What follows belongs to an exercise in optimizing a design on an open flow for small area and a short achievable clock period; a production flow would make more cautious choices.
Where RTL was checked, it was by simulation tests only, not by an equivalence proof against the original.

==> flow/design.v <==
module bo_in (
	input	logic			rst,
	input	logic	[63:0]	a,
	input	logic			miss,
	input	logic			valid,
	input	logic			pref,
	input	logic			ready,
	input	logic	[7:0]	pt,
	input	logic	[12:0]	out_a,
	input	logic			out_v,
	input	logic	[5:0]	po,
	input	logic	[5:0]	cur_off,	 
	input	logic			cur_neg,	 
	output	logic			q,			 
	output	logic	[7:0]	pt_n,		 
	output	logic	[12:0]	out_a_n,	 
	output	logic			out_v_n,
	output	logic	[5:0]	ra_lo,
	output	logic			ra_inc,
	output	logic			ra_dec,
	output	logic	[5:0]	wr_lo,
	output	logic			wr_inc,
	output	logic			wr_dec
);
	function automatic logic [5:0] inc6(logic [5:0] a);
		inc6 = a ^ {&a[4:0], &a[3:0], &a[2:0], &a[1:0], a[0], 1'b1};
	endfunction
	logic	[6:0]	rs, ws, os;
	logic	[5:0]	oh;
	logic	[12:0]	pf_addr;
	logic			hit, issue;
	assign hit		= ~miss & valid;
	assign q		= ~hit | pt[a[62:60]];
	assign issue	= q & ready & po != 6'd0;
	always_comb begin
		pt_n = pt;
		if (hit)
			pt_n[a[62:60]] = pref;
		if (rst)
			pt_n = '0;
	end
	assign out_a_n	= rst ? 13'd0 : issue ? pf_addr : out_a;
	assign out_v_n	= ~rst & (issue | out_v);
	assign rs		= {1'b0, a[5:0]} + {1'b0, ~cur_off} + 7'd1;
	assign ws		= {1'b0, a[5:0]} + {1'b0, ~po} + 7'd1;
	assign ra_lo	= rs[5:0];
	assign wr_lo	= ws[5:0];
	assign ra_inc	= cur_neg & rs[6];
	assign ra_dec	= ~cur_neg & ~rs[6];
	assign wr_inc	= po[5] & ws[6];
	assign wr_dec	= ~po[5] & ~ws[6];
	assign os		= {1'b0, a[57:52]} + {1'b0, po};
	assign oh		= a[63:58];
	assign pf_addr	= {os[6] & (&oh), os[6] ? inc6(oh) : oh, os[5:0]};
endmodule
module bo_learn (
	input	logic	[6*64-1:0]	mem,	 
	input	logic	[5:0]	ra_lo,		 
	input	logic	[5:0]	a_hi,
	input	logic			ra_inc,
	input	logic			ra_dec,
	input	logic			pnd,
	input	logic	[4:0]	s0,			 
	input	logic	[4:0]	c0,			 
	input	logic	[5:0]	best_q,
	input	logic	[4:0]	nm_p,		 
	input	logic	[5:0]	nbo_p,
	input	logic	[5:0]	cur_off,
	input	logic			last,
	input	logic			end_c,
	input	logic	[4:0]	tl,			 
	output	logic			hitp,
	output	logic	[4:0]	nm,
	output	logic	[5:0]	nbo,
	output	logic			eol,
	output	logic	[5:0]	newpo,
	output	logic	[4:0]	cmax_n,
	output	logic	[5:0]	best_n,
	output	logic	[4:0]	tail
);
	function automatic logic [5:0] inc6(logic [5:0] a);
		inc6 = a ^ {&a[4:0], &a[3:0], &a[2:0], &a[1:0], a[0], 1'b1};
	endfunction
	function automatic logic [5:0] dec6(logic [5:0] a);
		dec6 = a ^ {~|a[4:0], ~|a[3:0], ~|a[2:0], ~|a[1:0], ~a[0], 1'b1};
	endfunction
	logic	[5:0]	rd_tag, ra_hi;
	logic	[5:0]	s1;
	logic			ge0, ge1;
	logic	[4:0]	nm0, nm1;
	logic	[5:0]	nbo0, nbo1;
	logic			eol0, eol1;
	logic	[5:0]	newpo0, newpo1;
	logic	[4:0]	tl1;
	assign rd_tag	= mem[6*ra_lo +: 6];
	assign ra_hi	= ra_inc ? inc6(a_hi) : ra_dec ? dec6(a_hi) : a_hi;
	assign hitp		= pnd & (ra_hi == 6'd0 || rd_tag == ra_hi);
	assign s1		= {1'b0, s0} + 6'd1;
	assign ge0		= s1 >= {1'b0, c0};
	assign nm0		= ge0 ? s1[4:0] : c0;
	assign nbo0		= ge0 ? cur_off : best_q;
	assign eol0		= last && (nm0 == 5'd31 || end_c);
	assign newpo0	= (nm0 <= 5'd1) ? 6'd0 : nbo0;
	assign ge1		= s1 >= {1'b0, nm_p};
	assign nm1		= ge1 ? s1[4:0] : nm_p;
	assign nbo1		= ge1 ? cur_off : nbo_p;
	assign eol1		= last && (nm1 == 5'd31 || end_c);
	assign newpo1	= (nm1 <= 5'd1) ? 6'd0 : nbo1;
	assign nm		= hitp ? nm1 : nm0;
	assign nbo		= hitp ? nbo1 : nbo0;
	assign eol		= hitp ? eol1 : eol0;
	assign newpo	= hitp ? newpo1 : newpo0;
	assign cmax_n	= hitp ? nm_p : c0;
	assign best_n	= hitp ? nbo_p : best_q;
	assign tl1		= tl + 5'd1;
	assign tail		= hitp ? tl1 : tl;
endmodule
module best_offset_prefetcher #(
	parameter	WIDTH		= 64,
	parameter	TAG_WIDTH	= 12,
	parameter	UP_NUM_SET	= 8,
	parameter	UP_NUM_ASSO	= 0
) (
	input		logic					clk,
	input		logic					rst,
	input		logic	[WIDTH - 1:0]	up_address_i,
	input		logic					up_miss_i,
	input		logic					up_valid_i,
	input		logic					up_prefetched_i,
	input		logic					lo_ready_i,
	output		logic	[WIDTH - 1:0]	lo_prefetch_address_o,
	output		logic					lo_prefetch_valid_o
);
	localparam int NOFF = 46;
	function automatic logic [5:0] inc6(logic [5:0] a);
		inc6 = a ^ {&a[4:0], &a[3:0], &a[2:0], &a[1:0], a[0], 1'b1};
	endfunction
	function automatic logic [5:0] dec6(logic [5:0] a);
		dec6 = a ^ {~|a[4:0], ~|a[3:0], ~|a[2:0], ~|a[1:0], ~a[0], 1'b1};
	endfunction
	localparam logic [23*6-1:0] MAGS = {
		6'd1,  6'd2,  6'd3,  6'd4,  6'd5,  6'd6,  6'd7,  6'd8,
		6'd9,  6'd10, 6'd11, 6'd12, 6'd13, 6'd14, 6'd15, 6'd16,
		6'd18, 6'd20, 6'd24, 6'd30, 6'd32, 6'd36, 6'd40};
	function automatic logic [5:0] mag_of(logic [4:0] k);
		mag_of = (k < 5'd23) ? MAGS[6*k +: 6] : 6'd1;
	endfunction
	logic	[5:0]	cur_q;			 
	logic	[6:0]	round_q;		 
	logic			qd;				 
	logic			qr;				 
	logic			clr_d;			 
	logic	[4:0]	cmax_q;			 
	logic	[5:0]	best_q;			 
	logic	[4:0]	nm_p;			 
	logic	[5:0]	nbo_p;			 
	logic			pnd;			 
	logic	[5:0]	ra_lo;			 
	logic			ra_inc, ra_dec;	 
	logic	[5:0]	a_hi;			 
	logic			r0d;			 
	logic	[5:0]	po;				 
	logic	[7:0]	pt;				 
	logic			wr_en;			 
	logic	[5:0]	wr_lo;
	logic			wr_inc, wr_dec;
	logic			rst_d;
	logic	[12:0]	out_a;
	logic			out_v;
	logic	[4:0]	ring [NOFF];
	logic	[6*64-1:0]	mem;		 
	logic	[5:0]	mag, cur_off;
	logic			q;
	logic	[7:0]	pt_n;
	logic	[12:0]	out_a_n;
	logic			out_v_n;
	logic	[5:0]	ra_lo_n, wr_lo_n;
	logic			ra_inc_n, ra_dec_n, wr_inc_n, wr_dec_n;
	logic	[5:0]	cur;
	logic	[6:0]	round_c;
	assign cur		= clr_d ? 6'd0 : !qd ? cur_q : (cur_q == NOFF - 1) ? 6'd0 : cur_q + 6'd1;
	assign round_c	= clr_d ? 7'd0 : (qd && cur_q == NOFF - 1) ? round_q + 7'd1 : round_q;
	assign mag		= mag_of(cur[5:1]);
	assign cur_off	= cur[0] ? mag : -mag;
	bo_in u_in (
		.rst	(rst),
		.a		(up_address_i),
		.miss	(up_miss_i),
		.valid	(up_valid_i),
		.pref	(up_prefetched_i),
		.ready	(lo_ready_i),
		.pt		(pt),
		.out_a	(out_a),
		.out_v	(out_v),
		.po		(po),
		.cur_off(cur_off),
		.cur_neg(~cur[0]),
		.q		(q),
		.pt_n	(pt_n),
		.out_a_n(out_a_n),
		.out_v_n(out_v_n),
		.ra_lo	(ra_lo_n),
		.ra_inc	(ra_inc_n),
		.ra_dec	(ra_dec_n),
		.wr_lo	(wr_lo_n),
		.wr_inc	(wr_inc_n),
		.wr_dec	(wr_dec_n)
	);
	logic	[5:0]	wr_hi, dbus;
	assign wr_hi	= wr_inc ? inc6(a_hi) : wr_dec ? dec6(a_hi) : a_hi;
	assign dbus		= wr_hi & {6{~rst_d}};
	genvar i;
	generate
		for (i = 0; i < 64; i++) begin : g_entry
			always_ff @(posedge clk) begin
				if (rst_d || (wr_en && wr_lo == i))
					mem[6*i +: 6] <= dbus;
			end
		end
	endgenerate
	logic			last, end_c, hitp, eol;
	logic	[4:0]	s0, c0, tl, nm, cmax_n, tail;
	logic	[5:0]	nbo, newpo, best_n;
	assign last		= cur == NOFF - 1;
	assign end_c	= round_c == 7'd99;
	assign s0		= (round_c == 7'd0) ? 5'd0 : (qd ? ring[1] : ring[0]);
	assign c0		= clr_d ? 5'd0 : cmax_q;
	assign tl		= r0d ? 5'd0 : ring[0];
	bo_learn u_learn (
		.mem	(mem),
		.ra_lo	(ra_lo),
		.a_hi	(a_hi),
		.ra_inc	(ra_inc),
		.ra_dec	(ra_dec),
		.pnd	(pnd),
		.s0		(s0),
		.c0		(c0),
		.best_q	(best_q),
		.nm_p	(nm_p),
		.nbo_p	(nbo_p),
		.cur_off(cur_off),
		.last	(last),
		.end_c	(end_c),
		.tl		(tl),
		.hitp	(hitp),
		.nm		(nm),
		.nbo	(nbo),
		.eol	(eol),
		.newpo	(newpo),
		.cmax_n	(cmax_n),
		.best_n	(best_n),
		.tail	(tail)
	);
	always_ff @(posedge clk) begin
		cmax_q	<= cmax_n;
		best_q	<= best_n;
		nm_p	<= nm;
		nbo_p	<= nbo;
		r0d		<= round_c == 7'd0;
		cur_q	<= cur;
		round_q	<= round_c;
		rst_d	<= rst;
		qr		<= q;
		ra_lo	<= ra_lo_n;
		ra_inc	<= ra_inc_n;
		ra_dec	<= ra_dec_n;
		wr_lo	<= wr_lo_n;
		wr_inc	<= wr_inc_n;
		wr_dec	<= wr_dec_n;
		a_hi	<= up_address_i[11:6];
		pt		<= pt_n;
		out_a	<= out_a_n;
		out_v	<= out_v_n;
		if (rst) begin
			qd		<= 1'b0;
			clr_d	<= 1'b1;
			pnd		<= 1'b0;
			po		<= '0;
			wr_en	<= 1'b0;
		end else begin
			if (q && eol)
				po	<= newpo;
			qd		<= q;
			clr_d	<= q & eol;
			pnd		<= q & up_valid_i & ~eol;
			wr_en	<= up_prefetched_i | po == 6'd0;
		end
	end
	generate
		for (i = 0; i < NOFF; i++) begin : g_ring
			always_ff @(posedge clk) begin
				if (qr)
					ring[i] <= (i == NOFF - 1) ? tail : ring[(i + 1) % NOFF];
			end
		end
	endgenerate
	assign lo_prefetch_address_o	= {{(WIDTH - 13){1'b0}}, out_a};
	assign lo_prefetch_valid_o		= out_v;
endmodule
clock: 17.0 ns
lec_check: 0
cap_margin: 20
core_margin: 2
core_utilization: 65
cts_cluster_diameter: 80
cts_cluster_size: 24
slew_margin: 20
synth_hierarchical: 1
synth_minimum_keep_size: 0
standard.sh (not shown) runs the stock make flow with config.mk's settings and CLKGATE_MAP_FILE= SYNTH_SCRIPT=/design/flow/synth_recipe.tcl, a recipe that flattens the netlist after the stock synthesis.
==> flow/flow/run.sh <==
#!/bin/bash
# Layout: the standard flow (standard.sh) with two changes to how it is
# made: Yosys leaves adders to ABC instead of mapping them to ha/fa cells
# first (ADDER_MAP_FILE empty), and the port buffers are buf_2 cells.
set -euo pipefail
bash standard.sh "ADDER_MAP_FILE=" "BUFFER_PORTS_ARGS=-buffer_cell sky130_fd_sc_hd__buf_2" "SETUP_SLACK_MARGIN=12.6" finish > standard_flow.log 2>&1
Rerun with:
--- a/flow/design.v
+++ b/flow/design.v
@@ -144,9 +144,9 @@
 		6'd18, 6'd20, 6'd24, 6'd30, 6'd32, 6'd36, 6'd40};
 	function automatic logic [5:0] mag_of(logic [4:0] k);
 		mag_of = (k < 5'd23) ? MAGS[6*k +: 6] : 6'd1;
 	endfunction
-	logic	[5:0]	cur_q;			 
+	logic	[5:0]	cur;			 
 	logic	[6:0]	round_q;		 
 	logic			qd;				 
 	logic			qr;				 
 	logic			clr_d;			 
@@ -175,12 +175,8 @@
 	logic	[12:0]	out_a_n;
 	logic			out_v_n;
 	logic	[5:0]	ra_lo_n, wr_lo_n;
 	logic			ra_inc_n, ra_dec_n, wr_inc_n, wr_dec_n;
-	logic	[5:0]	cur;
-	logic	[6:0]	round_c;
-	assign cur		= clr_d ? 6'd0 : !qd ? cur_q : (cur_q == NOFF - 1) ? 6'd0 : cur_q + 6'd1;
-	assign round_c	= clr_d ? 7'd0 : (qd && cur_q == NOFF - 1) ? round_q + 7'd1 : round_q;
 	assign mag		= mag_of(cur[5:1]);
 	assign cur_off	= cur[0] ? mag : -mag;
 	bo_in u_in (
 		.rst	(rst),
@@ -221,10 +217,10 @@
 	logic			last, end_c, hitp, eol;
 	logic	[4:0]	s0, c0, tl, nm, cmax_n, tail;
 	logic	[5:0]	nbo, newpo, best_n;
 	assign last		= cur == NOFF - 1;
-	assign end_c	= round_c == 7'd99;
-	assign s0		= (round_c == 7'd0) ? 5'd0 : (qd ? ring[1] : ring[0]);
+	assign end_c	= round_q == 7'd99;
+	assign s0		= (round_q == 7'd0) ? 5'd0 : (qd ? ring[1] : ring[0]);
 	assign c0		= clr_d ? 5'd0 : cmax_q;
 	assign tl		= r0d ? 5'd0 : ring[0];
 	bo_learn u_learn (
 		.mem	(mem),
@@ -255,11 +251,9 @@
 		cmax_q	<= cmax_n;
 		best_q	<= best_n;
 		nm_p	<= nm;
 		nbo_p	<= nbo;
-		r0d		<= round_c == 7'd0;
-		cur_q	<= cur;
-		round_q	<= round_c;
+		r0d		<= round_q == 7'd0;
 		rst_d	<= rst;
 		qr		<= q;
 		ra_lo	<= ra_lo_n;
 		ra_inc	<= ra_inc_n;
@@ -271,16 +265,22 @@
 		pt		<= pt_n;
 		out_a	<= out_a_n;
 		out_v	<= out_v_n;
 		if (rst) begin
+			cur		<= '0;
+			round_q	<= '0;
 			qd		<= 1'b0;
 			clr_d	<= 1'b1;
 			pnd		<= 1'b0;
 			po		<= '0;
 			wr_en	<= 1'b0;
 		end else begin
-			if (q && eol)
-				po	<= newpo;
+			if (q) begin
+				cur		<= last ? 6'd0 : cur + 6'd1;
+				round_q	<= eol ? 7'd0 : last ? round_q + 7'd1 : round_q;
+				if (eol)
+					po	<= newpo;
+			end
 			qd		<= q;
 			clr_d	<= q & eol;
 			pnd		<= q & up_valid_i & ~eol;
 			wr_en	<= up_prefetched_i | po == 6'd0;
Outcome: The changed run finished with timing, DRC and antenna clean. Setup slack degrades by 0.011 ns. Area after synthesis is lower by 0.68%. Wire length is higher by 1.3%. Cell count is higher by 0.33%. Register-to-register slack degrades by 0.10 ns. Worst hold slack degrades by 0.0036 ns.
No functional check of the RTL was part of the second run of this note.

## port drivers added, routing unchanged
How much do the figures lean on ideal ports? The routed layouts below were timed once more, with nothing changed but the port constraints. Step 1 (the two cells are an assumption about what drives the block):
set clk [get_ports {clk}]
set_driving_cell -lib_cell sky130_fd_sc_hd__clkbuf_16 $clk
set_driving_cell -lib_cell sky130_fd_sc_hd__buf_2 [delete_from_list [all_inputs] $clk]
Step 2 times the ports against the registers' clock, not the clock port: input delays grow and output delays shrink by t, the midpoint of the rising clock arrivals with the driver on. a / b / c = ideal / step 1 / step 2; a / b = the first two.
run	t (ns)	slack for setup (ns)	worst setup path at the end
the first run	0.637	12.577 / 12.520 / 11.993	input to register
the second run	0.629	12.565 / 12.508 / 11.943	input to register
After both steps setup and hold are still met in every run listed. For the second run, which loses most, drivers alone change the setup slack by -0.057 ns; drivers and shift together by -0.622 ns.
